Source: an optimization exercise on an open RTL-to-GDS flow (aim: a short achievable clock period and few clock cycles per item). Production flows keep margins and buffers that such runs may drop.
The RTL was checked by simulation tests, not by an equivalence proof against the original design.
In runs 2 to 5 the design's own scripts or RTL, not TritonCTS, make the clock network.
The clock input has no modelled driver; a real chip could not lean on it and would need a root buffer or a full tree.
Power is estimated from default activity; no workload was simulated.

## config.mk

```make
export PLATFORM = sky130hd
export DESIGN_NAME = repacketizer
export DESIGN_NICKNAME = repacketizer
export VERILOG_FILES = /design/flow/design.v
export SDC_FILE = /design/flow/constraint.sdc
export NUM_CORES = 4
export LEC_CHECK = 0
export CAP_MARGIN = 20
export CORE_MARGIN = 10
export CORE_UTILIZATION = 55
export SETUP_SLACK_MARGIN = 3.3
export SLEW_MARGIN = 20
```

## constraint.sdc

```tcl
create_clock -name core_clock -period 5.0 [get_ports {CLK}]
set_input_delay 1.0000 -clock core_clock [delete_from_list [all_inputs] [get_ports {CLK}]]
set_output_delay 1.0000 -clock core_clock [all_outputs]
set_load 0.01 [all_outputs]
```

## design.v

```verilog
module repacketizer
  #( parameter MAXPACKET = 16,
     parameter DEST_PORT_NUMBER = 8'hdd,
     parameter SRC_PORT_NUMBER = 8'hee,
     parameter NAGLE_COUNTER = 16'h40 )
  ( CLK, RESET,
    dataFifoData, dataFifoDataEnable,
    sizeFifoData, sizeFifoDataEnable, sizeFifoDataEmpty,
    packetout, packetoutValid );
   input             CLK;
   input             RESET;
   input [7:0]       dataFifoData;
   output reg        dataFifoDataEnable;
   input [7:0]       sizeFifoData;
   output reg        sizeFifoDataEnable;
   input             sizeFifoDataEmpty;
   output [7:0]      packetout;
   output            packetoutValid;
   reg        rst;          
   reg [7:0]  ns;           
   reg        nsv;          
   reg [5:0]  ecnt;         
   reg [7:0]  din;          
   reg [7:0]  dg;           
   reg        dvalid;       
   reg [3:0]  dcnt;         
   reg        st_next, st_plan, st_hdr, st_data, st_wait;
   reg [7:0]  rem;          
   reg        remnz;        
   reg [7:0]  totlen;
   reg [4:0]  pieceno;
   reg [7:0]  seqno;        
   reg [7:0]  ps;           
   reg [4:0]  used;         
   reg [3:0]  space;        
   reg [3:0]  tl;           
   reg [15:0] wpos;         
   reg [15:0] hpos;         
   reg [7:0]  B [0:15];
   reg [7:0]  csd, csh;     
   reg [7:0]  hop;          
   reg [7:0]  csum;         
   reg        took;         
   reg        le_m, le_n;   
   reg [7:0]  rms_m, rms_n; 
   reg [4:0]  up_m, up_n;   
   reg [3:0]  sm_m, sm_n;   
   reg [7:0]  O [0:19];
   reg [19:0] V;
   reg        load;         
   reg        ld1;          
   assign packetout = O[0];
   assign packetoutValid = V[0];
   wire       le_r = took ? le_n : le_m;
   wire [3:0] tl_new = le_r ? rem[3:0] : space;
   wire       ns_take = st_next && !remnz && nsv;
   wire       full = used[4] || used[3:2] == 2'b11;
   wire       piece_end = st_data && dvalid && !dataFifoDataEnable;
   wire       flush = st_next && !remnz && !nsv && used != 5'd0 &&
                      ecnt[5] && !V[0];
   wire       go_wait = (piece_end && full) || flush;
   integer i;
   always @(posedge CLK)
     rst <= RESET;
   always @(posedge CLK) begin
      if (rst) begin
         sizeFifoDataEnable <= 1'b0;
         nsv <= 1'b0;
         ecnt <= 6'd0;
      end else begin
         sizeFifoDataEnable <= !sizeFifoDataEmpty && !sizeFifoDataEnable &&
                               (!nsv || ns_take);
         if (sizeFifoDataEnable)
           nsv <= 1'b1;
         else if (ns_take)
           nsv <= 1'b0;
         if (!sizeFifoDataEmpty)
           ecnt <= 6'd0;
         else if (!ecnt[5])
           ecnt <= ecnt + 6'd1;
      end
      if (sizeFifoDataEnable)
        ns <= sizeFifoData;
   end
   always @(posedge CLK) begin
      din <= dataFifoData;
      dg <= dataFifoDataEnable ? dataFifoData :
            st_plan ? {4'd0, tl_new} : 8'd0;
      if (rst) begin
         dataFifoDataEnable <= 1'b0;
         dvalid <= 1'b0;
         dcnt <= 4'd0;
      end else begin
         dvalid <= dataFifoDataEnable;
         if (st_plan) begin
            dataFifoDataEnable <= 1'b1;
            dcnt <= tl_new;
         end else if (dataFifoDataEnable) begin
            dataFifoDataEnable <= (dcnt != 4'd1);
            dcnt <= dcnt - 4'd1;
         end
      end
   end
   always @(posedge CLK) begin
      le_m <= rem[7:4] == 4'd0 && rem[3:0] <= space;
      rms_m <= rem - {4'd0, space};
      up_m <= used + 5'd4 + {1'b0, rem[3:0]};
      sm_m <= space - 4'd4 - rem[3:0];
      le_n <= ns[7:4] == 4'd0 && ns[3:0] <= space;
      rms_n <= ns - {4'd0, space};
      up_n <= used + 5'd4 + {1'b0, ns[3:0]};
      sm_n <= space - 4'd4 - ns[3:0];
      took <= ns_take;
      csum <= csd + csh;
      for (i = 0; i < 16; i = i + 1) begin
         if (hpos[i]) B[i] <= totlen;
         if (i >= 1 && hpos[(i+15)%16]) B[i] <= {4'd0, tl};
         if (i >= 2 && hpos[(i+14)%16]) B[i] <= {3'd0, pieceno};
         if (i >= 3 && hpos[(i+13)%16]) B[i] <= seqno;
         if (dvalid && wpos[i]) B[i] <= din;
      end
      hpos <= st_plan ? wpos : 16'd0;
      hop <= st_plan ? totlen : st_hdr ? ps : 8'd0;
      if (ns_take) begin
         rem <= ns;
         totlen <= ns;
         pieceno <= 5'd0;
         ps <= seqno;
      end
      if (st_plan) begin
         tl <= tl_new;
         if (le_r)
           rem <= 8'd0;
         else
           rem <= took ? rms_n : rms_m;
      end
      if (st_hdr) begin
         pieceno <= pieceno + 5'd1;
         ps <= ps + 8'd1;
      end
      if (load)
        ps <= ps + 8'd1;
      if (rst) begin
         st_next <= 1'b1;
         st_plan <= 1'b0;
         st_hdr <= 1'b0;
         st_data <= 1'b0;
         st_wait <= 1'b0;
         load <= 1'b0;
         remnz <= 1'b0;
         used <= 5'd0;
         space <= 4'd12;
         seqno <= 8'd0;
         wpos <= 16'd1;
         csd <= 8'd0;
         csh <= 8'd0;
      end else begin
         load <= !V[1] && !load && ((st_wait && V[0]) || go_wait);
         csd <= csd + dg;
         csh <= csh + hop;
         if (st_next) begin
            if (remnz || nsv) begin
               st_next <= 1'b0;
               st_plan <= 1'b1;
            end else if (flush) begin
               st_next <= 1'b0;
               st_wait <= 1'b1;
            end
            if (ns_take)
              remnz <= 1'b1;
         end
         if (st_plan) begin
            remnz <= !le_r;
            if (le_r) begin
               used <= took ? up_n : up_m;
               space <= took ? sm_n : sm_m;
            end else begin
               used <= 5'd16;
            end
            st_plan <= 1'b0;
            st_hdr <= 1'b1;
         end
         if (st_hdr) begin
            wpos <= wpos << 4;
            st_hdr <= 1'b0;
            st_data <= 1'b1;
         end
         if (dvalid) begin
            wpos <= wpos << 1;
            if (!dataFifoDataEnable) begin
               st_data <= 1'b0;
               if (full)
                 st_wait <= 1'b1;
               else
                 st_next <= 1'b1;
            end
         end
         if (load) begin
            wpos <= 16'd1;
            used <= 5'd0;
            space <= 4'd12;
            seqno <= seqno + 8'd1;
            csd <= 8'd0;
            csh <= 8'd0;
            st_wait <= 1'b0;
            st_next <= 1'b1;
         end
      end
   end
   always @(posedge CLK) begin
      if (load) begin
         O[1] <= SRC_PORT_NUMBER;
         O[2] <= {3'd0, used};
         for (i = 0; i < 16; i = i + 1) O[4+i] <= B[i];
      end else begin
         for (i = 1; i < 19; i = i + 1) O[i] <= O[i+1];
         if (ld1) O[2] <= csum;
      end
      if (rst) begin
         V <= 20'd0;
         ld1 <= 1'b0;
         O[0] <= 8'd0;
      end else begin
         ld1 <= load;
         if (load) begin
            O[0] <= DEST_PORT_NUMBER;
            for (i = 0; i < 20; i = i + 1) V[i] <= (i < used + 4);
         end else begin
            O[0] <= V[1] ? O[1] : 8'd0;
            V <= {1'b0, V[19:1]};
         end
      end
   end
endmodule
```

## run.sh

```bash
#!/bin/bash
# synth_recipe.tcl (not shown) runs the flow's synth.tcl, then flattens the netlist and writes it again
# the make line also repeats each setting of config.mk as NAME=value (left out here)
make -C /OpenROAD-flow-scripts/flow DESIGN_CONFIG=/design/flow/config.mk WORK_HOME=/design/flow/orfs CLKGATE_MAP_FILE= SYNTH_SCRIPT=/design/flow/synth_recipe.tcl finish
```

==> flow_summary.json, run 1 <==
{
  "outcome": "complete, no violations",
  "worstSetupPathType": "flip-flop to output pin",
  "syn2layout_area_growth_pct": 15.7,
  "crit_family": "flip-flops",
  "cts_buffers": 52,
  "cp_max_fo": 2,
  "slowest_stage": "dfxtp_4",
  "firstDrtPassIters": 5,
  "rsz0062_at_grt": "true",
  "cap_viol_max_count": 0,
  "hold_end": "O[3][7]$_DFFE_PN_",
  "crit_arrival_ns": 1.07,
  "fp.dieW_microns": 221,
  "wl_per_cell_microns": 21.4,
  "p_switching_uw": 2110,
  "synth_warnings": 3,
  "tritoncts": "done",
  "die_h_microns": 221,
  "start_util_pct": 55.8,
  "hold_viol_final": 0,
  "critPathMaxStageDelay_ns": 0.36,
  "grt_pass1_vias": 14700,
  "hold_depth": 0,
  "dp_hpwl_microns": 35300,
  "synth_most_common_cell": "dfxtp_1",
  "worst-r2r-setup-slack_ns": 3.28,
  "ys_top_cells_by_area": "dfxtp_1 (29%), edfxtp_1 (25%), mux2i_1 (7.5%), mux2_2 (6.6%), a21oi_1 (3.5%)",
  "power_frac_comb_pct": 7.9,
  "fin_crit_sh_pct": 41.4,
  "htree_levels": 2,
  "drtIter0Drc": 1372,
  "cts.clk_slew.worst_paths_ns": 0.06,
  "ant_nets": 0,
  "synth-seq-area-share_pct": 53.7,
  "reg2reg_depth": 7,
  "grt_max_degree": 59,
  "fmax_mhz": 483,
  "track_usage_pct": 22.3,
  "power_frac_seq_pct": 49.3,
  "synth_area_sq_um": 22200,
  "coreArea_sq_um": 39800,
  "via_count": 15200,
  "crit_required_ns": 4.00,
  "leakage_uw": 0.00954,
  "r2r-start": "csh[0]$_SDFF_PP0_",
  "worstSetupEndpointType": "output pin",
  "final_layout_size_suffix_gt1_share_pct": 21.9,
  "synth_common_cells": "dfxtp_1 (319), edfxtp_1 (185), nor2_1 (185)",
  "synth_flop_cell": "dfxtp_1",
  "postSynth.asyncResetShare_pct": 0,
  "hp-class": "flip-flop to flip-flop",
  "switching_share_pct": 23.0,
  "ir_drop_mv": 0.270,
  "clockPowerShare_pct": 42.8,
  "max_slew_margin_pct": 22.8,
  "diodes": 0,
  "timing.hold.ws_ns": 0.407,
  "p_int_uw": 7060,
  "path_buf_inv": 1,
  "slew_violations": 0,
  "nets": 2177,
  "ys_types": 58,
  "synth_top_area_cell": "dfxtp_1",
  "routed_wl_microns": 57100,
  "avgViaCountPerCell": 5.72,
  "cts_root_buf": "clkbuf_16",
  "clockBufferDepth": 3,
  "clock_latency_ns": 0.60,
  "synth_nets": 2185,
  "worstHoldStart": "O[4][7]$_DFF_P_",
  "grt-ovfl-total": 0,
  "crit_chain": "buf_6",
  "dieArea_sq_um": 48900,
  "postLayoutCoreUtil_pct": 64.6,
  "numPortBuffers": 29,
  "cts.sinks": 504,
  "start_kind": "flip-flop",
  "min_period_ns": 2.07,
  "synth-edff-count": 185,
  "power_per_cell_area_nw_per_um2": 357,
  "placementRows": 73,
  "hold_buffers": 0,
  "reg2reg_to": "csum[6]$_DFF_P_",
  "yosys.area.top_type_share_pct": 28.7,
  "worst_pin_slew_ns": 1.16,
  "io_pins": 30,
  "ys_ff_latch": 504,
  "syn_inst": 2101,
  "antenna_found_initial": 0,
  "route.detailed.drc": 0,
  "fin_skew_ns": 0.0162,
  "syn_avg_cell_area_sq_um": 10.6,
  "gp_congestion": 0.845,
  "nFillCells": 3189,
  "tns_ns": 0,
  "finalSetupViolCount": 0,
  "grt_pass1_wl_microns": 87300
}
[sequential cells by signal, indices dropped and copies added, names as in the netlist, 5 cells and up]
| signal | count |
|---|---|
| O | 160 |
| wpos | 16 |
| B | 128 |
| used | 5 |
| din | 8 |
| V | 20 |
| dg | 8 |
| ecnt | 6 |
| pieceno | 5 |
| totlen | 8 |
| ps | 8 |
| csd | 8 |
| csum | 8 |
| hpos | 16 |
| rms_m | 8 |
| ns | 8 |
| rem | 8 |
| up_n | 5 |
| up_m | 5 |
| rms_n | 8 |
| csh | 8 |
| hop | 8 |
| seqno | 8 |
[cells by family after synthesis]
| family | synth area share, % |
|---|---|
| mux | 14.2 |
| flops | 53.7 |
| compound gates | 10.1 |
| fa+ha+maj | 3.96 |
| buf+inv | 4.16 |
| simple gates | 11.9 |
| xor+xnor | 1.97 |
[worst max path at each step]
stage / start / end / depth (start not counted)
6_report: dataFifoDataEnable$_SDFF_PP0_ / dataFifoDataEnable / 1
3_3_place_gp: dvalid$_SDFF_PP0_ / B[5][6]$_DFFE_PP_ / 2
5_1_grt: dataFifoDataEnable$_SDFF_PP0_ / dataFifoDataEnable / 1
4_1_cts: dataFifoDataEnable$_SDFF_PP0_ / dataFifoDataEnable / 1
2_1_floorplan: ns[1]$_DFFE_PP_ / rms_n[7]$_DFF_P_ / 6
3_5_place_dp: dataFifoDataEnable$_SDFF_PP0_ / dataFifoDataEnable / 1
[layout make-up]
| class | instances | area, sq um | area share (%) |
|---|---|---|---|
| Multi-Input combinational cell | 1372 | 9940 | 38.6 |
| Sequential cell | 504 | 12000 | 46.8 |
| Timing Repair Buffer | 106 | 1130 | 4.39 |
| Clock inverter | 22 | 246 | 0.958 |
| Tap cell | 525 | 657 | 2.55 |
| Inverter | 57 | 214 | 0.832 |
| Clock buffer | 76 | 1500 | 5.85 |
[routing by layer]
metal  up-vias  GRT usage (%)  routed length, microns  part of all wire (%)
met1      7317           30.1                   25300                    44
met5         -              0                       0                     0
li1       7357              -                       -                     -
met3       101           3.26                    3320                   5.8
met2       452           36.5                   27000                    47
met4         0           6.94                    1460                   2.6
[placed cells by master (no fill, tap or decap), types with 14 or more instances in the layout]
cell and instances:
nor2_1 182, clkbuf_16 56, xor2_1 19, mux2i_1 163
inv_1 46, clkdlybuf4s50_1 18, edfxtp_1 185, buf_12 14
clkbuf_1 15, and2_1 30, buf_4 53, o21a_1 16
dfxtp_1 277, dfxtp_4 17, nand2_1 171, nor3_1 18
o21ai_0 112, mux2_2 130, a22oi_1 19, a21oi_1 143
dfxtp_2 25, nand3_1 21, xnor2_1 31, a31oi_1 18
ha_1 40, nand3b_1 16
[repair_timing]
item | in CTS | in global routing
pin swaps | 12 | 27
cloned | 0 | 2
resized for setup | 163 | 101
setup endpoints to repair | 493 | 232
hold endpoints to repair | 0 | 0
setup buffers | 42 | 21
[metrics by stage]
| step | instance area, sq um | setup slack [ns] | total power (uW) | instances |
|---|---|---|---|---|
| global route | 25700 | 2.90 | 9510 | 2662 |
| CTS | 25100 | 2.90 | 9190 | 2639 |
| floorplan | 22200 | 3.31 | 5010 | 2101 |
| finish | 25700 | 2.93 | 9180 | 2662 |
| global placement | 22600 | 2.39 | 5210 | 2499 |
| detailed placement | 22600 | 2.58 | 5220 | 2499 |
[power groups by stage]
stage	registers, uW	clock network [uW]	logic (uW)
after floorplan	4550	0	469
after global routing	4540	4180	793
after detailed placement	4650	0	572
after CTS	4530	4000	657
after global placement	4650	0	561
final	4530	3930	721
Testbench counts, summed over its fixed seeds: cycles 104,025, bytes 56,698.
==> run 2, diff against run 1 <==
==> flow/run.sh (new file) <==
#!/bin/bash
# The standard ORFS layout, with a hand-built two-level clock tree
# (flow/clock_tree.tcl, run as ORFS's PRE_CTS_TCL hook) in place of TritonCTS.
set -euo pipefail
here=$(pwd)
export PRE_CTS_TCL=$here/flow/clock_tree.tcl
export CLOCK_MIDS=4
export CLUSTER_TARGET=20
bash standard.sh > "$here/standard.log" 2>&1
==> flow/clock_tree.tcl (new file) <==
# Two-level clock tree built by hand, sourced as the PRE hook of ORFS's CTS step.
# The clock port drives one root buffer at the centre of the flip-flops; the
# root drives leaf buffers placed at the centres of location-based clusters
# of flip-flops (k-means), about CLUSTER_TARGET flip-flops each.  All paths
# from the port to a flip-flop go through the same two buffers, so the tree
# is balanced; ORFS's clock_tree_synthesis is then skipped.

set ctarget 26
if {[info exists ::env(CLUSTER_TARGET)]} { set ctarget $::env(CLUSTER_TARGET) }
set bufname sky130_fd_sc_hd__clkbuf_16

set block [ord::get_db_block]
set db [ord::get_db]
set master [$db findMaster $bufname]
set clk [$block findNet CLK]

set sinks {}
set xs {}
set ys {}
foreach it [$clk getITerms] {
  set inst [$it getInst]
  set bb [$inst getBBox]
  lappend sinks $it
  lappend xs [expr {([$bb xMin] + [$bb xMax]) / 2.0}]
  lappend ys [expr {([$bb yMin] + [$bb yMax]) / 2.0}]
}
set n [llength $sinks]
set k [expr {max(1, int(ceil(double($n) / $ctarget)))}]
puts "clock_tree: $n sinks, $k leaf buffers"

# k-means, seeded along a serpentine over the bounding box
set cx {}
set cy {}
set xmin [tcl::mathfunc::min {*}$xs]; set xmax [tcl::mathfunc::max {*}$xs]
set ymin [tcl::mathfunc::min {*}$ys]; set ymax [tcl::mathfunc::max {*}$ys]
set g [expr {int(ceil(sqrt($k)))}]
for {set i 0} {$i < $k} {incr i} {
  set r [expr {$i / $g}]
  set c [expr {$i % $g}]
  lappend cx [expr {$xmin + ($c + 0.5) * ($xmax - $xmin) / $g}]
  lappend cy [expr {$ymin + ($r + 0.5) * ($ymax - $ymin) / $g}]
}
set assign [lrepeat $n 0]
for {set iter 0} {$iter < 40} {incr iter} {
  # capacity-limited assignment: nearest centre with room
  set cap [expr {int(ceil(double($n) / $k)) + 2}]
  set cnt [lrepeat $k 0]
  # order sinks by distance to their nearest centre (closest first)
  set order {}
  for {set s 0} {$s < $n} {incr s} {
    set best 1e30
    for {set j 0} {$j < $k} {incr j} {
      set d [expr {abs([lindex $xs $s] - [lindex $cx $j]) + abs([lindex $ys $s] - [lindex $cy $j])}]
      if {$d < $best} { set best $d }
    }
    lappend order [list $s $best]
  }
  set order [lsort -real -index 1 $order]
  foreach e $order {
    set s [lindex $e 0]
    set best 1e30; set bj 0
    for {set j 0} {$j < $k} {incr j} {
      if {[lindex $cnt $j] >= $cap} continue
      set d [expr {abs([lindex $xs $s] - [lindex $cx $j]) + abs([lindex $ys $s] - [lindex $cy $j])}]
      if {$d < $best} { set best $d; set bj $j }
    }
    lset assign $s $bj
    lset cnt $bj [expr {[lindex $cnt $bj] + 1}]
  }
  set sx [lrepeat $k 0.0]; set sy [lrepeat $k 0.0]
  for {set s 0} {$s < $n} {incr s} {
    set j [lindex $assign $s]
    lset sx $j [expr {[lindex $sx $j] + [lindex $xs $s]}]
    lset sy $j [expr {[lindex $sy $j] + [lindex $ys $s]}]
  }
  for {set j 0} {$j < $k} {incr j} {
    set c [lindex $cnt $j]
    if {$c > 0} {
      lset cx $j [expr {[lindex $sx $j] / $c}]
      lset cy $j [expr {[lindex $sy $j] / $c}]
    }
  }
}
puts "clock_tree: leaf loads $cnt"

# NMID mid buffers, fed by the clock port, each at the centre of a group of
# leaf buffers (k-means on the leaf positions)
set nmid 1
if {[info exists ::env(CLOCK_MIDS)]} { set nmid $::env(CLOCK_MIDS) }
set mx {}; set my {}
for {set m 0} {$m < $nmid} {incr m} {
  lappend mx [expr {$xmin + ($m % 2 + 0.5) * ($xmax - $xmin) / min(2, $nmid)}]
  lappend my [expr {$ymin + ($m / 2 + 0.5) * ($ymax - $ymin) / max(1, ($nmid + 1) / 2)}]
}
set lassign [lrepeat $k 0]
for {set iter 0} {$iter < 30} {incr iter} {
  set mcap [expr {int(ceil(double($k) / $nmid))}]
  set mcnt [lrepeat $nmid 0]
  for {set j 0} {$j < $k} {incr j} {
    set best 1e30; set bm 0
    for {set m 0} {$m < $nmid} {incr m} {
      if {[lindex $mcnt $m] >= $mcap} continue
      set d [expr {abs([lindex $cx $j] - [lindex $mx $m]) + abs([lindex $cy $j] - [lindex $my $m])}]
      if {$d < $best} { set best $d; set bm $m }
    }
    lset lassign $j $bm
    lset mcnt $bm [expr {[lindex $mcnt $bm] + 1}]
  }
  set sx [lrepeat $nmid 0.0]; set sy [lrepeat $nmid 0.0]
  for {set j 0} {$j < $k} {incr j} {
    set m [lindex $lassign $j]
    lset sx $m [expr {[lindex $sx $m] + [lindex $cx $j]}]
    lset sy $m [expr {[lindex $sy $m] + [lindex $cy $j]}]
  }
  for {set m 0} {$m < $nmid} {incr m} {
    set c [lindex $mcnt $m]
    if {$c > 0} {
      lset mx $m [expr {[lindex $sx $m] / $c}]
      lset my $m [expr {[lindex $sy $m] / $c}]
    }
  }
}
puts "clock_tree: mid loads $mcnt"
set midnets {}
for {set m 0} {$m < $nmid} {incr m} {
  set b [odb::dbInst_create $block $master clkbuf_mid_$m]
  $b setLocation [expr {int([lindex $mx $m])}] [expr {int([lindex $my $m])}]
  $b setPlacementStatus PLACED
  set net [odb::dbNet_create $block clknet_mid_$m]
  $net setSigType CLOCK
  [$b findITerm A] connect $clk
  [$b findITerm X] connect $net
  lappend midnets $net
}

set leafnets {}
for {set j 0} {$j < $k} {incr j} {
  set b [odb::dbInst_create $block $master clkbuf_leaf_$j]
  $b setLocation [expr {int([lindex $cx $j])}] [expr {int([lindex $cy $j])}]
  $b setPlacementStatus PLACED
  set net [odb::dbNet_create $block clknet_leaf_$j]
  $net setSigType CLOCK
  [$b findITerm A] connect [lindex $midnets [lindex $lassign $j]]
  [$b findITerm X] connect $net
  lappend leafnets $net
}
for {set s 0} {$s < $n} {incr s} {
  set it [lindex $sinks $s]
  $it disconnect
  $it connect [lindex $leafnets [lindex $assign $s]]
}
$clk setSigType CLOCK

# skip ORFS's own clock tree synthesis
rename clock_tree_synthesis orfs_clock_tree_synthesis
proc clock_tree_synthesis {args} {
  puts "clock_tree: clock_tree_synthesis skipped (tree built by hand)"
  set_propagated_clock [all_clocks]
}
==> standard.sh (new file) <==
#!/bin/bash
# synth_recipe.tcl (not shown) runs the flow's synth.tcl, then flattens the netlist and writes it again
# the make line also repeats each setting of config.mk as NAME=value (left out here)
make -C /OpenROAD-flow-scripts/flow DESIGN_CONFIG=/design/flow/config.mk WORK_HOME=/design/flow/orfs CLKGATE_MAP_FILE= SYNTH_SCRIPT=/design/flow/synth_recipe.tcl "${@:-finish}"
removed: run.sh
==> run 2 against run 1 <==
Still clean. Worst setup slack better by 0.23 ns. Via count fell by 1.6%. Sequential share of layout area up 1.9 points. Synthesized cell count is the same. Combinational power decreased by 2%. Sequential cell count unchanged. Critical path depth did not move. First-iteration DRC count is 5.6% lower. Clock power down 42%. Die area unchanged. Maximum frequency increased by 12%. Worst hold slack improved by 0.0026 ns.
==> flow_summary.json, run 2 <==
{
  "finalSetupViolCount": 0,
  "rsz0062_at_grt": "true",
  "ys_top_cells_by_area": "dfxtp_1 (29%), edfxtp_1 (25%), mux2i_1 (7.5%), mux2_2 (6.6%), a21oi_1 (3.5%)",
  "met3_length_microns": 3290,
  "slowest_stage": "dfxtp_4",
  "start_util_pct": 55.8,
  "hp-class": "flip-flop to flip-flop",
  "cap_viol_max_count": 0,
  "track_usage_pct": 21.5,
  "synth_top_area_cell": "dfxtp_1",
  "coreArea_sq_um": 39800,
  "die_h_microns": 221,
  "ys_ff_latch": 504,
  "fin_crit_sh_pct": 36.9,
  "syn2layout_area_growth_pct": 11.0,
  "ys_types": 58,
  "wl_met1_microns": 25000,
  "firstDrtPassIters": 7,
  "grt_pass1_vias": 14400,
  "dieArea_sq_um": 48900,
  "tns_ns": 0,
  "final_cell_mix": "dfxtp_1 (280), edfxtp_1 (185), nor2_1 (183)",
  "p_int_uw": 5780,
  "clockPowerShare_pct": 30.3,
  "grt_pass1_wl_microns": 85400,
  "dr_wl_met2_microns": 26500,
  "crit_family": "flip-flops",
  "regMostFlops": "O",
  "critPathMaxStageDelay_ns": 0.36,
  "nets": 2157,
  "fin_skew_ns": 0.0579,
  "avgViaCountPerCell": 5.77,
  "fp.dieW_microns": 221,
  "crit_required_ns": 4.00,
  "synth_area_sq_um": 22200,
  "syn_avg_cell_area_sq_um": 10.6,
  "antenna_found_initial": 0,
  "ir_drop_mv": 0.216,
  "worst_slack_ns": 3.15,
  "cp_max_fo": 2,
  "final_layout_size_suffix_gt1_share_pct": 19.7,
  "pre_cts_ws_ns": 2.58,
  "final_common_cell": "dfxtp_1",
  "synth_warnings": 3,
  "p_switching_uw": 1720,
  "power_frac_comb_pct": 9.5,
  "dp_hpwl_microns": 35300,
  "via_count": 15000,
  "wl_per_cell_microns": 21.7,
  "power_frac_seq_pct": 60.3,
  "diodes": 0,
  "slew_violations": 0,
  "post_dp_cell_area_sq_um": 22600,
  "synth-edff-count": 185,
  "path_buf_inv": 1,
  "io_pins": 30,
  "synth_flop_cell": "dfxtp_1",
  "synth_common_cells": "dfxtp_1 (319), edfxtp_1 (185), nor2_1 (185)",
  "fmax_mhz": 542,
  "final_cell_area_sq_um": 24700,
  "leakage_uw": 0.00905,
  "r2r-start": "csh[0]$_SDFF_PP0_",
  "min_period_ns": 1.85,
  "setup.worst_path.start": "dataFifoDataEnable$_SDFF_PP0_",
  "drtIter0Drc": 1295,
  "crit_chain": "buf_6",
  "postSynth.asyncResetShare_pct": 0,
  "worst-r2r-setup-slack_ns": 3.21,
  "hold_viol_final": 0,
  "grt-ovfl-total": 0,
  "route.detailed.drc": 0,
  "clock_latency_ns": 0.36,
  "worstSetupPathType": "flip-flop to output pin",
  "worstSetupEndpointType": "output pin",
  "gp_congestion": 0.845,
  "worstHoldStart": "O[4][1]$_DFF_P_",
  "worst_pin_slew_ns": 1.14,
  "placementRows": 73,
  "largest_register_ffs": 160,
  "synth_most_common_cell": "dfxtp_1",
  "max_slew_margin_pct": 24.0,
  "ant_nets": 0,
  "syn_inst": 2101,
  "power_per_cell_area_nw_per_um2": 304,
  "routed_wl_microns": 56200,
  "yosys.area.top_type_share_pct": 28.7,
  "grt_max_degree": 59,
  "switching_share_pct": 22.9,
  "outcome": "complete, no violations",
  "numPortBuffers": 29,
  "top_layer_used": "met4",
  "start_kind": "flip-flop",
  "synth-seq-area-share_pct": 53.7,
  "reg_top3": "O: 160 flops, B: 128 flops, V: 20 flops",
  "cts.clk_slew.worst_paths_ns": 0.08,
  "crit_arrival_ns": 0.85,
  "synth_nets": 2185
}
[run 2: path summary, 6_finish.rpt]
path | endpoint | cells past startpoint
max | dataFifoDataEnable | 1
max reg2reg | csum[6]$_DFF_P_ | 7
min reg2reg | O[3][1]$_DFFE_PN_ | 0
min | O[3][1]$_DFFE_PN_ | 0
[run 2: power groups by stage]
stage                     sequential [uW]  combinational, uW  clock [uW]
after global placement               4650                561           0
final                                4520                710        2270
after global routing                 4530                783        2480
after detailed placement             4650                572           0
after floorplan                      4550                469           0
after CTS                            4520                652        2320
[run 2: what timing repair did]
| item | CTS | global route |
|---|---|---|
| pin swaps | 5 | 20 |
| gates cloned | 0 | 2 |
| setup endpoints to repair | 491 | 268 |
| hold buffers | 0 | 0 |
| resized for setup | 161 | 90 |
| buffers inserted | 39 | 26 |
| endpoints found under the hold margin | 0 | 0 |
[run 2: cell families after synthesis]
family	count (synthesis)	synth area share, %
compound gates	392	10.1
xor+xnor	50	1.97
fa+ha+maj	65	3.96
buf+inv	226	4.16
flops	504	53.7
mux	298	14.2
simple gates	566	11.9
[run 2: layout make-up]
type	count	area [sq um]
flip-flops and latches	504	12000
well taps	525	657
repair buffers	108	1140
multi-input cells	1372	9890
plain buffers	30	751
fillers	3314	15100
inverters	57	218
[run 2: layer usage]
layer  global-route usage, %  up-vias
li1                        -     7237
met1                    29.7     7229
met2                    36.0      422
met3                    2.06       94
met4                    4.43        0
met5                       0        -
[run 2: worst register-to-register path, cell delays in order (launching register included)]
cell and delay (ns):
dfxtp_4 0.37, ha_2 0.18, inv_2 0.06, fa_2 0.20, nor2b_1 0.06, o31a_1 0.27, or4b_1 0.49, nand3_2 0.09
[run 2: stage by stage]
| stage | util (%) | cells | total power [uW] | hold slack [ns] |
|---|---|---|---|---|
| finish | 62.0 | 2596 | 7500 | 0.410 |
| global route | 62.0 | 2596 | 7800 | 0.414 |
| CTS | 60.4 | 2568 | 7500 | 0.410 |
| detailed placement | 56.7 | 2499 | 5220 | 0.391 |
| global placement | 56.7 | 2499 | 5210 | 0.388 |
| floorplan | - | 2101 | 5010 | 0.386 |
==> run 3, diff against run 2 <==
--- a/design.v
+++ b/design.v
@@ -20,9 +20,11 @@
    reg [7:0]  ns;           
    reg        nsv;          
    reg [5:0]  ecnt;         
+   reg        sen_i;        
    reg [7:0]  din;          
    reg [7:0]  dg;           
    reg        dvalid;       
+   reg        den_i;        
    reg [3:0]  dcnt;         
    reg        st_next, st_plan, st_hdr, st_data, st_wait;
    reg [7:0]  rem;          
@@ -39,7 +41,8 @@
    reg [7:0]  B [0:15];
    reg [7:0]  csd, csh;     
    reg [7:0]  hop;          
-   reg [7:0]  csum;         
+   reg [4:0]  cs_lo;        
+   reg [3:0]  cs_ha, cs_hb; 
    reg        took;         
    reg        le_m, le_n;   
    reg [7:0]  rms_m, rms_n; 
@@ -49,15 +52,16 @@
    reg [19:0] V;
    reg        load;         
    reg        ld1;          
+   reg        busy;         
    assign packetout = O[0];
    assign packetoutValid = V[0];
    wire       le_r = took ? le_n : le_m;
    wire [3:0] tl_new = le_r ? rem[3:0] : space;
    wire       ns_take = st_next && !remnz && nsv;
    wire       full = used[4] || used[3:2] == 2'b11;
-   wire       piece_end = st_data && dvalid && !dataFifoDataEnable;
+   wire       piece_end = st_data && dvalid && !den_i;
    wire       flush = st_next && !remnz && !nsv && used != 5'd0 &&
-                      ecnt[5] && !V[0];
+                      ecnt[5] && !busy;
    wire       go_wait = (piece_end && full) || flush;
    integer i;
    always @(posedge CLK)
@@ -65,12 +69,14 @@
    always @(posedge CLK) begin
       if (rst) begin
          sizeFifoDataEnable <= 1'b0;
+         sen_i <= 1'b0;
          nsv <= 1'b0;
          ecnt <= 6'd0;
       end else begin
          sizeFifoDataEnable <= !sizeFifoDataEmpty && !sizeFifoDataEnable &&
                                (!nsv || ns_take);
-         if (sizeFifoDataEnable)
+         sen_i <= !sizeFifoDataEmpty && !sen_i && (!nsv || ns_take);
+         if (sen_i)
            nsv <= 1'b1;
          else if (ns_take)
            nsv <= 1'b0;
@@ -79,24 +85,29 @@
          else if (!ecnt[5])
            ecnt <= ecnt + 6'd1;
       end
-      if (sizeFifoDataEnable)
+      if (sen_i)
         ns <= sizeFifoData;
    end
    always @(posedge CLK) begin
       din <= dataFifoData;
-      dg <= dataFifoDataEnable ? dataFifoData :
+      dg <= den_i ? dataFifoData :
             st_plan ? {4'd0, tl_new} : 8'd0;
       if (rst) begin
          dataFifoDataEnable <= 1'b0;
+         den_i <= 1'b0;
          dvalid <= 1'b0;
          dcnt <= 4'd0;
       end else begin
-         dvalid <= dataFifoDataEnable;
+         dvalid <= den_i;
+         if (st_plan)
+           dataFifoDataEnable <= 1'b1;
+         else if (dataFifoDataEnable)
+           dataFifoDataEnable <= (dcnt != 4'd1);
          if (st_plan) begin
-            dataFifoDataEnable <= 1'b1;
+            den_i <= 1'b1;
             dcnt <= tl_new;
-         end else if (dataFifoDataEnable) begin
-            dataFifoDataEnable <= (dcnt != 4'd1);
+         end else if (den_i) begin
+            den_i <= (dcnt != 4'd1);
             dcnt <= dcnt - 4'd1;
          end
       end
@@ -111,7 +122,9 @@
       up_n <= used + 5'd4 + {1'b0, ns[3:0]};
       sm_n <= space - 4'd4 - ns[3:0];
       took <= ns_take;
-      csum <= csd + csh;
+      cs_lo <= {1'b0, csd[3:0]} + {1'b0, csh[3:0]};
+      cs_ha <= csd[7:4];
+      cs_hb <= csh[7:4];
       for (i = 0; i < 16; i = i + 1) begin
          if (hpos[i]) B[i] <= totlen;
          if (i >= 1 && hpos[(i+15)%16]) B[i] <= {4'd0, tl};
@@ -155,7 +168,7 @@
          csd <= 8'd0;
          csh <= 8'd0;
       end else begin
-         load <= !V[1] && !load && ((st_wait && V[0]) || go_wait);
+         load <= !V[1] && !load && ((st_wait && busy) || go_wait);
          csd <= csd + dg;
          csh <= csh + hop;
          if (st_next) begin
@@ -187,7 +200,7 @@
          end
          if (dvalid) begin
             wpos <= wpos << 1;
-            if (!dataFifoDataEnable) begin
+            if (!den_i) begin
                st_data <= 1'b0;
                if (full)
                  st_wait <= 1'b1;
@@ -214,14 +227,16 @@
          for (i = 0; i < 16; i = i + 1) O[4+i] <= B[i];
       end else begin
          for (i = 1; i < 19; i = i + 1) O[i] <= O[i+1];
-         if (ld1) O[2] <= csum;
+         if (ld1) O[2] <= {cs_ha + cs_hb + {3'd0, cs_lo[4]}, cs_lo[3:0]};
       end
       if (rst) begin
          V <= 20'd0;
+         busy <= 1'b0;
          ld1 <= 1'b0;
          O[0] <= 8'd0;
       end else begin
          ld1 <= load;
+         busy <= load || (busy && V[1]);
          if (load) begin
             O[0] <= DEST_PORT_NUMBER;
             for (i = 0; i < 20; i = i + 1) V[i] <= (i < used + 4);
--- a/config.mk
+++ b/config.mk
@@ -7,6 +7,6 @@
 export LEC_CHECK = 0
 export CAP_MARGIN = 20
 export CORE_MARGIN = 10
-export CORE_UTILIZATION = 55
+export CORE_UTILIZATION = 70
 export SETUP_SLACK_MARGIN = 3.3
 export SLEW_MARGIN = 20
==> run 3 against run 2 <==
Still clean on timing, DRC and antenna. Die area down 19%. Combinational power increased by 2%. Sequential power is 2% higher. Core utilization grew 17 points. Clock power about the same. Routed wire length down 1.0%. Cell count is 4.1% lower. Sequential share of layout area rose by 0.21 points. Worst setup slack better by 0.032 ns. Synthesized cell count about the same. Largest cell class unchanged. Largest power group unchanged.
==> flow_summary.json, run 3 <==
{
  "crit_arrival_ns": 0.81,
  "via_count": 15700,
  "final_cell_mix": "dfxtp_1 (288), edfxtp_1 (185), nand2_1 (178)",
  "crit_chain": "buf_6",
  "hold_end": "cs_ha[2]$_DFF_P_",
  "largest_register_ffs": 160,
  "track_usage_pct": 27.1,
  "routed_wl_microns": 55600,
  "reg2reg_to": "le_m$_DFF_P_",
  "start_kind": "flip-flop",
  "route.detailed.drc": 0,
  "met3_length_microns": 4220,
  "fp.dieW_microns": 199,
  "dp_hpwl_microns": 33100,
  "syn_avg_cell_area_sq_um": 10.7,
  "synth-seq-area-share_pct": 53.8,
  "clock_latency_ns": 0.36,
  "syn2layout_area_growth_pct": 10.7,
  "rsz0062_at_grt": "true",
  "placementRows": 65,
  "coreArea_sq_um": 31600,
  "hp-class": "flip-flop to flip-flop",
  "crit_required_ns": 4.00,
  "worstSetupEndpointType": "output pin",
  "final_layout_size_suffix_gt1_share_pct": 20.5,
  "synth-edff-count": 185,
  "r2r-start": "rem[0]$_DFFE_PP_",
  "fmax_mhz": 551,
  "cts.clk_slew.worst_paths_ns": 0.08,
  "outcome": "complete, no violations",
  "synth_flop_cell": "dfxtp_1",
  "slew_violations": 0,
  "grt_pass1_wl_microns": 84900,
  "grt_max_degree": 64,
  "fin_skew_ns": 0.0375,
  "nFillCells": 2013,
  "tns_ns": 0,
  "leakage_uw": 0.00920,
  "hold_depth": 0,
  "ys_top_cells_by_area": "dfxtp_1 (29%), edfxtp_1 (25%), mux2_2 (6.9%), mux2i_1 (6.9%), nand2_1 (3.1%)",
  "die_h_microns": 199,
  "min_period_ns": 1.81,
  "max_slew_margin_pct": 31.3,
  "synth_common_cells": "dfxtp_1 (327), nand2_1 (187), edfxtp_1 (185)",
  "synth_nets": 2187,
  "power_frac_comb_pct": 9.4,
  "wl_met1_microns": 23200,
  "numPortBuffers": 29,
  "slowest_stage": "dfxtp_2",
  "top_layer_used": "met4",
  "syn_inst": 2102,
  "clockPowerShare_pct": 30.1,
  "post_dp_cell_area_sq_um": 22700,
  "setup.worst_path.start": "O[0][4]$_SDFF_PP0_",
  "p_int_uw": 5880,
  "firstDrtPassIters": 6,
  "power_per_cell_area_nw_per_um2": 307,
  "worstSetupPathType": "flip-flop to output pin",
  "ant_nets": 0,
  "worst_pin_slew_ns": 1.03,
  "grt_pass1_vias": 15100,
  "grt-ovfl-total": 0,
  "multi_input_area_sq_um": 9870,
  "finalSetupViolCount": 0,
  "start_util_pct": 71.1,
  "wl_per_cell_microns": 22.4,
  "ir_drop_mv": 0.272,
  "reg2reg_depth": 7,
  "antenna_found_initial": 0,
  "synth_most_common_cell": "dfxtp_1",
  "path_buf_inv": 1,
  "diodes": 0,
  "worstHoldStart": "csd[6]$_SDFF_PP0_",
  "synth_area_sq_um": 22500,
  "cp_max_fo": 1,
  "hold_buffers": 0,
  "dr_wl_met2_microns": 25800,
  "crit_family": "flip-flops",
  "reg_top3": "O: 160 flops, B: 128 flops, V: 20 flops",
  "avgViaCountPerCell": 6.30,
  "p_switching_uw": 1770,
  "io_pins": 30,
  "power_frac_seq_pct": 60.5,
  "dieArea_sq_um": 39700,
  "cap_viol_max_count": 0,
  "nets": 2174,
  "postSynth.asyncResetShare_pct": 0,
  "synth_top_area_cell": "dfxtp_1",
  "drtIter0Drc": 1861,
  "final_cell_area_sq_um": 24900,
  "fin_crit_sh_pct": 36.3,
  "regMostFlops": "O",
  "ys_ff_latch": 512,
  "switching_share_pct": 23.1,
  "gp_congestion": 0.853,
  "synth_warnings": 3,
  "yosys.area.top_type_share_pct": 29.1,
  "seq_area_sq_um": 12200,
  "hold_viol_final": 0,
  "final_common_cell": "dfxtp_1",
  "ys_types": 68,
  "critPathMaxStageDelay_ns": 0.36,
  "worst-r2r-setup-slack_ns": 3.25
}
==> run 3: cell count changes after synthesis, moves of 11 or more <==
cell,before,now
clkbuf_1,96,70
o21ai_0,117,129
a21oi_1,157,134
mux2i_1,166,154
buf_2,58,90
nor2_1,185,174
==> run 3: kinds of logic after synthesis <==
group | Yosys count | share of synthesized area, %
xor gates and xnor gates | 50 | 1.95
buffers and inverters | 232 | 4.42
muxes | 294 | 13.9
and+or+nand+nor | 561 | 11.7
AOI/OAI and AO/OA | 387 | 10.2
adders and majority gates | 66 | 4.04
DFF | 512 | 53.8
==> run 3: worst max path at each step <==
| stage | to | slack (ns) | cells past startpoint |
|---|---|---|---|
| final | packetout[4] | 3.19 | 1 |
| after global routing | dataFifoDataEnable | 3.16 | 1 |
| after CTS | packetoutValid | 3.17 | 1 |
| after detailed placement | rem[6]$_DFFE_PP_ | 2.37 | 2 |
| after global placement | rem[5]$_DFFE_PP_ | 2.46 | 2 |
| after floorplan | V[6]$_SDFF_PP0_ | 3.27 | 8 |
==> run 3: routing by layer <==
metal | GRT usage [%] | vias to the layer above
met5 | 0 | -
met4 | 10.9 | 0
met3 | 3.43 | 149
met2 | 43.8 | 757
met1 | 36.4 | 7492
li1 | - | 7272
==> run 3: metrics by stage <==
stage                     total power (uW)  setup slack [ns]  cells  hold slack [ns]  utilization, %
final                                 7640              3.19   2489            0.361            78.7
after floorplan                       5110              3.27   2102            0.334               -
after CTS                             7610              3.17   2457            0.362            76.8
after detailed placement              5310              2.37   2378            0.347            71.7
after global routing                  7890              3.16   2489            0.374            78.7
after global placement                5280              2.46   2378            0.343            71.7
==> run 3: power groups by stage <==
stage / logic (uW) / clock network, uW / registers [uW]
2_1_floorplan: 483 / 0 / 4630
3_3_place_gp: 524 / 0 / 4750
3_5_place_dp: 551 / 0 / 4760
4_1_cts: 643 / 2330 / 4640
5_1_grt: 784 / 2470 / 4640
6_report: 721 / 2300 / 4620
==> run 3: timing repair <==
action                     4_1_cts  5_1_grt
pin swaps                       20       25
setup endpoints to repair      520      221
setup buffers                   47       31
resized for setup              152       67
cloned                           2        1
==> run 3: final cells by class <==
cell class / count / share of cell area [%]
plain buffers: 30 / 3.02
inverters: 62 / 1.01
multi-input cells: 1359 / 39.7
flip-flops and latches: 512 / 48.9
well taps: 402 / 2.02
repair buffers: 124 / 5.35
Testbench counts of run 3, summed over its fixed seeds: cycles 104,025, bytes 56,698.
==> run 4, diff against run 3 <==
--- a/config.mk
+++ b/config.mk
@@ -7,6 +7,6 @@
 export LEC_CHECK = 0
 export CAP_MARGIN = 20
 export CORE_MARGIN = 10
-export CORE_UTILIZATION = 70
+export CORE_UTILIZATION = 55
 export SETUP_SLACK_MARGIN = 3.3
 export SLEW_MARGIN = 20
==> run 4 against run 3 <==
Still clean. Clock skew is 0.0045 ns lower. Global-route usage is 5.8 points lower. First-iteration DRC count is 33% lower. Worst hold slack worse by 0.0048 ns. Critical path type unchanged. Critical endpoint is now dataFifoDataEnable. Highest routed layer unchanged.
==> flow_summary.json, run 4 <==
{
  "ys_top_cells_by_area": "dfxtp_1 (29%), edfxtp_1 (25%), mux2_2 (6.9%), mux2i_1 (6.9%), nand2_1 (3.1%)",
  "grt_max_degree": 66,
  "crit_chain": "buf_6",
  "r2r-start": "rem[1]$_DFFE_PP_",
  "synth-edff-count": 185,
  "slowest_stage": "dfxtp_2",
  "grt-ovfl-total": 0,
  "die_h_microns": 222,
  "worstSetupPathType": "flip-flop to output pin",
  "min_period_ns": 1.81,
  "nets": 2183,
  "placementRows": 74,
  "synth_flop_cell": "dfxtp_1",
  "clock_latency_ns": 0.37,
  "wl_per_cell_microns": 21.3,
  "outcome": "complete, no violations",
  "start_util_pct": 55.3,
  "finalSetupViolCount": 0,
  "synth_common_cells": "dfxtp_1 (327), nand2_1 (187), edfxtp_1 (185)",
  "reg2reg_to": "le_m$_DFF_P_",
  "fin_crit_sh_pct": 36.2,
  "cts.clk_slew.worst_paths_ns": 0.08,
  "ant_nets": 0,
  "power_per_cell_area_nw_per_um2": 305,
  "final_common_cell": "dfxtp_1",
  "crit_arrival_ns": 0.81,
  "avgViaCountPerCell": 5.74,
  "power_uw": 7620,
  "fp.dieW_microns": 222,
  "final_cell_mix": "dfxtp_1 (289), edfxtp_1 (185), nand2_1 (178)",
  "postSynth.asyncResetShare_pct": 0,
  "hold_viol_final": 0,
  "track_usage_pct": 21.3,
  "cap_viol_max_count": 0,
  "regMostFlops": "O",
  "worstSetupEndpoint": "dataFifoDataEnable",
  "routed_wl_microns": 55900,
  "yosys.area.top_type_share_pct": 29.1,
  "drtIter0Drc": 1248,
  "worstSetupPathDepth": 1,
  "reg_top3": "O: 160 flops, B: 128 flops, V: 20 flops",
  "synth-seq-area-share_pct": 53.8,
  "firstDrtPassIters": 6,
  "largest_register_ffs": 160,
  "synth_most_common_cell": "dfxtp_1",
  "hp-class": "flip-flop to flip-flop",
  "gp_congestion": 0.841,
  "grt_pass1_vias": 14500,
  "slew_violations": 0,
  "worst-r2r-setup-slack_ns": 3.29,
  "ir_drop_mv": 0.237,
  "syn2layout_area_growth_pct": 11.3,
  "dieArea_sq_um": 49400,
  "worstSetupEndpointType": "output pin",
  "fmax_mhz": 553,
  "ys_types": 68,
  "rsz0062_at_grt": "true",
  "cp_max_fo": 2,
  "synth_top_area_cell": "dfxtp_1",
  "leakage_uw": 0.00925,
  "crit_family": "flip-flops",
  "dp_hpwl_microns": 34400,
  "via_count": 15100,
  "worst_pin_slew_ns": 1.19,
  "io_pins": 30,
  "start_kind": "flip-flop",
  "syn_avg_cell_area_sq_um": 10.7,
  "setup.worst_path.start": "dataFifoDataEnable$_SDFF_PP0_",
  "synth_area_sq_um": 22500,
  "hold_buffers": 0,
  "route.detailed.drc": 0,
  "coreArea_sq_um": 40600,
  "max_slew_margin_pct": 20.8,
  "critPathMaxStageDelay_ns": 0.35,
  "synth_warnings": 3,
  "tns_ns": 0,
  "diodes": 0,
  "synth_nets": 2187,
  "grt_pass1_wl_microns": 85200,
  "antenna_found_initial": 0,
  "numPortBuffers": 29,
  "path_buf_inv": 1,
  "crit_required_ns": 4.00,
  "final_layout_size_suffix_gt1_share_pct": 20.9,
  "dp_cells": 2508,
  "stdcell_count": 2628,
  "fin_skew_ns": 0.0330,
  "reg2reg_depth": 7,
  "ys_ff_latch": 512,
  "syn_inst": 2102
}
-- run 4: cell counts after synthesis --
No cell type changed its count.
-- run 4: layout make-up --
class / instances / area (sq um)
Tap cell: 532 / 666
Sequential cell: 512 / 12200
Fill cell: 3310 / 15600
Timing Repair Buffer: 133 / 1330
Multi-Input combinational cell: 1359 / 9840
Inverter: 62 / 241
Buffer: 30 / 751
-- run 4: how the worst min path moves through the flow --
stage / startpoint / to / depth (start not counted)
floorplan: csd[4]$_SDFF_PP0_ / cs_ha[0]$_DFF_P_ / 0
global placement: csd[6]$_SDFF_PP0_ / cs_ha[2]$_DFF_P_ / 0
detailed placement: csd[4]$_SDFF_PP0_ / cs_ha[0]$_DFF_P_ / 0
CTS: csd[4]$_SDFF_PP0_ / cs_ha[0]$_DFF_P_ / 0
global route: csd[4]$_SDFF_PP0_ / cs_ha[0]$_DFF_P_ / 0
finish: csd[4]$_SDFF_PP0_ / cs_ha[0]$_DFF_P_ / 0
-- run 4: kinds of logic (layout without fill, tap and decap cells) --
kind of cell / Yosys count / count (layout) / share of synthesized area [%]
buffers and inverters: 232 / 225 / 4.42
AND/OR/NAND/NOR: 561 / 562 / 11.7
adder cells (fa/ha/maj): 66 / 66 / 4.04
AO/OA/AOI/OAI: 387 / 387 / 10.2
XOR/XNOR: 50 / 50 / 1.95
flip-flops: 512 / 512 / 53.8
multiplexers: 294 / 294 / 13.9
-- run 4: per-stage QoR --
stage | cell area, sq um | worst slack (ns) | hold WS [ns] | util, %
floorplan | 22500 | 3.27 | 0.334 | -
global placement | 22800 | 2.46 | 0.345 | 56.2
detailed placement | 22800 | 2.35 | 0.341 | 56.2
CTS | 24400 | 3.18 | 0.357 | 60.1
global route | 25000 | 3.16 | 0.361 | 61.6
finish | 25000 | 3.19 | 0.356 | 61.6
-- run 4: per-layer routing --
layer	global-route usage, %	up-vias	part of all wire [%]
met5	0	-	0
met2	35.9	482	47
met3	1.84	130	5.6
met4	6.50	0	3.8
met1	28.7	7173	43
li1	-	7297	-
-- run 4: power by group --
group	leakage, uW	total [uW]	switching, uW	internal, uW
sequential	0.00442	4620	146	4470
combinational	0.00446	707	386	321
clock	0.000370	2290	1220	1070
-- run 4: what timing repair did --
action	4_1_cts	5_1_grt
gates resized for setup	141	78
pin swaps	21	31
endpoints found under the hold margin	0	0
endpoints found under the setup margin	523	236
setup buffers	49	39
cloned	2	0
==> run 5, diff against run 4 <==
--- a/design.v
+++ b/design.v
@@ -26,6 +26,7 @@
    reg        dvalid;       
    reg        den_i;        
    reg [3:0]  dcnt;         
+   reg [3:0]  dcnt2;        
    reg        st_next, st_plan, st_hdr, st_data, st_wait;
    reg [7:0]  rem;          
    reg        remnz;        
@@ -97,18 +98,18 @@
          den_i <= 1'b0;
          dvalid <= 1'b0;
          dcnt <= 4'd0;
+         dcnt2 <= 4'd0;
       end else begin
          dvalid <= den_i;
-         if (st_plan)
-           dataFifoDataEnable <= 1'b1;
-         else if (dataFifoDataEnable)
-           dataFifoDataEnable <= (dcnt != 4'd1);
+         dataFifoDataEnable <= st_plan || (den_i && dcnt2 != 4'd1);
          if (st_plan) begin
             den_i <= 1'b1;
             dcnt <= tl_new;
+            dcnt2 <= tl_new;
          end else if (den_i) begin
             den_i <= (dcnt != 4'd1);
             dcnt <= dcnt - 4'd1;
+            dcnt2 <= dcnt2 - 4'd1;
          end
       end
    end
--- a/flow/clock_tree.tcl
+++ b/flow/clock_tree.tcl
@@ -1,9 +1,3 @@
-# Two-level clock tree built by hand, sourced as the PRE hook of ORFS's CTS step.
-# The clock port drives one root buffer at the centre of the flip-flops; the
-# root drives leaf buffers placed at the centres of location-based clusters
-# of flip-flops (k-means), about CLUSTER_TARGET flip-flops each.  All paths
-# from the port to a flip-flop go through the same two buffers, so the tree
-# is balanced; ORFS's clock_tree_synthesis is then skipped.
 
 set ctarget 26
 if {[info exists ::env(CLUSTER_TARGET)]} { set ctarget $::env(CLUSTER_TARGET) }
==> run 5 against run 4 <==
Still clean. Worst hold slack worse by 0.0051 ns. Combinational power down 5.8%. Die area up 0.66%. Routed wire length up 0.58%. Clock skew down 0.00085 ns. Synthesized cell count up 1.1%. Global-route usage up 0.21 points. Highest routed layer unchanged.
==> flow_summary.json, run 5 <==
{
  "avgViaCountPerCell": 5.72,
  "ys_top_cells_by_area": "dfxtp_1 (29%), edfxtp_1 (25%), mux2_2 (6.9%), mux2i_1 (6.9%), a21oi_1 (3.5%)",
  "largest_register_ffs": 160,
  "fin_crit_sh_pct": 35.7,
  "die_h_microns": 223,
  "p_int_uw": 5880,
  "p_switching_uw": 1750,
  "synth_most_common_cell": "dfxtp_1",
  "reg_top3": "O: 160 flops, B: 128 flops, V: 20 flops",
  "worst_slack_ns": 3.21,
  "power_frac_seq_pct": 61.0,
  "synth_warnings": 3,
  "rsz0062_at_grt": "true",
  "grt-ovfl-total": 0,
  "min_period_ns": 1.79,
  "outcome": "complete, no violations",
  "worstSetupEndpointType": "output pin",
  "ant_nets": 0,
  "slew_violations": 0,
  "route.detailed.drc": 0,
  "stdcell_count": 2622,
  "synth-edff-count": 185,
  "routed_wl_microns": 56200,
  "hold_depth": 0,
  "dr_wl_met2_microns": 26300,
  "ir_drop_mv": 0.253,
  "synthAdderAreaFrac_pct": 4.12,
  "worst_pin_slew_ns": 1.17,
  "via_count": 15000,
  "synth_top_area_cell": "dfxtp_1",
  "finalSetupViolCount": 0,
  "gp_congestion": 0.809,
  "grt_max_degree": 83,
  "dp_cells": 2535,
  "slowest_stage": "dfxtp_2",
  "synth_common_cells": "dfxtp_1 (331), edfxtp_1 (185), nor2_1 (182)",
  "ys_types": 60,
  "syn_inst": 2126,
  "dieArea_sq_um": 49700,
  "met3_length_microns": 2710,
  "postSynth.asyncResetShare_pct": 0,
  "grt_pass1_wl_microns": 86000,
  "placementRows": 74,
  "switching_share_pct": 23.0,
  "cts.clk_slew.worst_paths_ns": 0.08,
  "numPortBuffers": 29,
  "final_cell_mix": "dfxtp_1 (286), edfxtp_1 (185), nor2_1 (179)",
  "syn2layout_area_growth_pct": 9.64,
  "track_usage_pct": 21.6,
  "synth-seq-area-share_pct": 53.8,
  "pre_cts_ws_ns": 2.56,
  "crit_arrival_ns": 0.79,
  "fp.dieW_microns": 223,
  "fmax_mhz": 560,
  "hold_buffers": 0,
  "worstSetupPathDepth": 1,
  "ys_ff_latch": 516,
  "worstSetupPathType": "flip-flop to output pin",
  "io_pins": 30,
  "hp-class": "flip-flop to flip-flop",
  "coreArea_sq_um": 40700,
  "power_frac_comb_pct": 8.7,
  "muxShareOfSynthArea_pct": 13.9,
  "start_kind": "flip-flop",
  "fin_skew_ns": 0.0322,
  "final_common_cell": "dfxtp_1",
  "crit_family": "flip-flops",
  "wl_per_cell_microns": 21.4,
  "clockPowerShare_pct": 30.3,
  "synthSimpleGateAreaFrac_pct": 11.8,
  "synth_area_sq_um": 22600,
  "critPathMaxStageDelay_ns": 0.33,
  "diodes": 0,
  "cap_viol_max_count": 0,
  "top_layer_used": "met4",
  "tns_ns": 0,
  "firstDrtPassIters": 5,
  "nets": 2179,
  "synth_flop_cell": "dfxtp_1",
  "postLayoutCoreUtil_pct": 61.0,
  "clock_latency_ns": 0.37,
  "synth_xor_area_share_pct": 1.93,
  "regMostFlops": "O",
  "antenna_found_initial": 0,
  "cp_max_fo": 1,
  "dp_hpwl_microns": 35800,
  "grt_pass1_vias": 14500,
  "synth-compound-area-share_pct": 10.2,
  "path_buf_inv": 1,
  "final_layout_size_suffix_gt1_share_pct": 18.8,
  "syn_avg_cell_area_sq_um": 10.7,
  "crit_required_ns": 4.00,
  "synth_top_family_by_area": "multiplexers",
  "crit_chain": "buf_6",
  "yosys.area.top_type_share_pct": 29.3,
  "hold_viol_final": 0,
  "wl_met1_microns": 25700,
  "leakage_uw": 0.00921,
  "power_per_cell_area_nw_per_um2": 307,
  "start_util_pct": 55.6,
  "synth_nets": 2213,
  "max_slew_margin_pct": 22.2,
  "drtIter0Drc": 1294,
  "reg2reg_depth": 7
}
==> run 5: per-stage QoR <==
stage / hold WS [ns] / power, uW / cell area [sq um]
2_1_floorplan: 0.334 / 5120 / 22700
3_3_place_gp: 0.347 / 5320 / 23000
3_5_place_dp: 0.349 / 5330 / 23000
4_1_cts: 0.356 / 7640 / 24300
5_1_grt: 0.365 / 7920 / 24800
6_report: 0.351 / 7630 / 24800
==> run 5: cell families after synthesis <==
| kind of cell | after synthesis |
|---|---|
| xor+xnor | 50 |
| flops | 516 |
| buf+inv | 231 |
| fa+ha+maj | 68 |
| simple gates | 570 |
| compound gates | 396 |
| mux | 295 |
==> run 5: area by class of cell <==
type	instances	area (sq um)
plain buffers	30	751
fillers	3354	15900
inverters	63	241
multi-input cells	1379	9880
flip-flops and latches	516	12300
well taps	532	666
repair buffers	102	1010
==> run 5: layer usage <==
| layer | global-route usage, % | vias to the layer above |
|---|---|---|
| met2 | 35.8 | 391 |
| li1 | - | 7319 |
| met5 | 0 | - |
| met3 | 1.94 | 98 |
| met4 | 5.14 | 0 |
| met1 | 29.9 | 7186 |
==> run 5: worst paths after layout <==
kind,start,end,slack (ns)
setup / recovery,O[0][2]$_SDFF_PP0_,packetout[2],3.21
hold / removal,csd[5]$_SDFF_PP0_,cs_ha[1]$_DFF_P_,0.35
setup reg to reg,ns[0]$_DFFE_PP_,le_n$_DFF_P_,3.27
hold reg to reg,csd[5]$_SDFF_PP0_,cs_ha[1]$_DFF_P_,0.35
==> run 5: power groups by stage <==
stage	Clock (uW)	Sequential [uW]	Combinational (uW)
finish	2310	4650	666
global route	2510	4670	742
CTS	2370	4670	608
detailed placement	0	4780	545
global placement	0	4780	533
floorplan	0	4660	465
==> run 5: repair_timing <==
action                     4_1_cts  5_1_grt
pin swaps                        7       22
setup endpoints to repair      516      377
setup buffers                   32       25
resized for setup              130       79
Testbench counts of run 5, summed over its fixed seeds: cycles 104,025, bytes 56,698.

-- afterwards: timing with drivers on the ports --
In the flow no input, the clock included, has a driving cell. The finished layouts below were timed again as built, in two steps. Step 1 assumes that a clkbuf_16 drives the clock port and a buf_2 every other input. Step 2 moves the port delays by t, midway between the first and last clock arrival at a register: inputs arrive t later, outputs are due t later. That takes back most of the time a late clock gives input paths. Three values: ideal ports, drivers, drivers and shift; two values: the first two.
| run | t (ns) | slack for setup (ns) | worst hold slack (ns) | worst setup path after step 2 | worst data-port slew with drivers (ns) |
|---|---|---|---|---|---|
| run 1 | 0.648 | 2.928 / 2.872 / 2.987 | 0.407 / 0.407 / 0.407 | input to register | 0.05 |
| run 2 | 0.462 | 3.153 / 3.029 / 3.020 | 0.410 / 0.410 / 0.410 | input to register | 0.05 |
| run 3 | 0.462 | 3.185 / 3.066 / 3.066 | 0.361 / 0.361 / 0.361 | input to register | 0.04 |
| run 4 | 0.464 | 3.192 / 3.078 / 2.987 | 0.356 / 0.356 / 0.356 | input to register | 0.03 |
| run 5 | 0.474 | 3.214 / 3.087 / 3.087 | 0.351 / 0.351 / 0.351 | input to register | 0.04 |
After both steps every run listed still meets setup and hold. The setup slack of run 4, which loses most, moves by -0.114 ns with the drivers and by -0.205 ns with both steps.
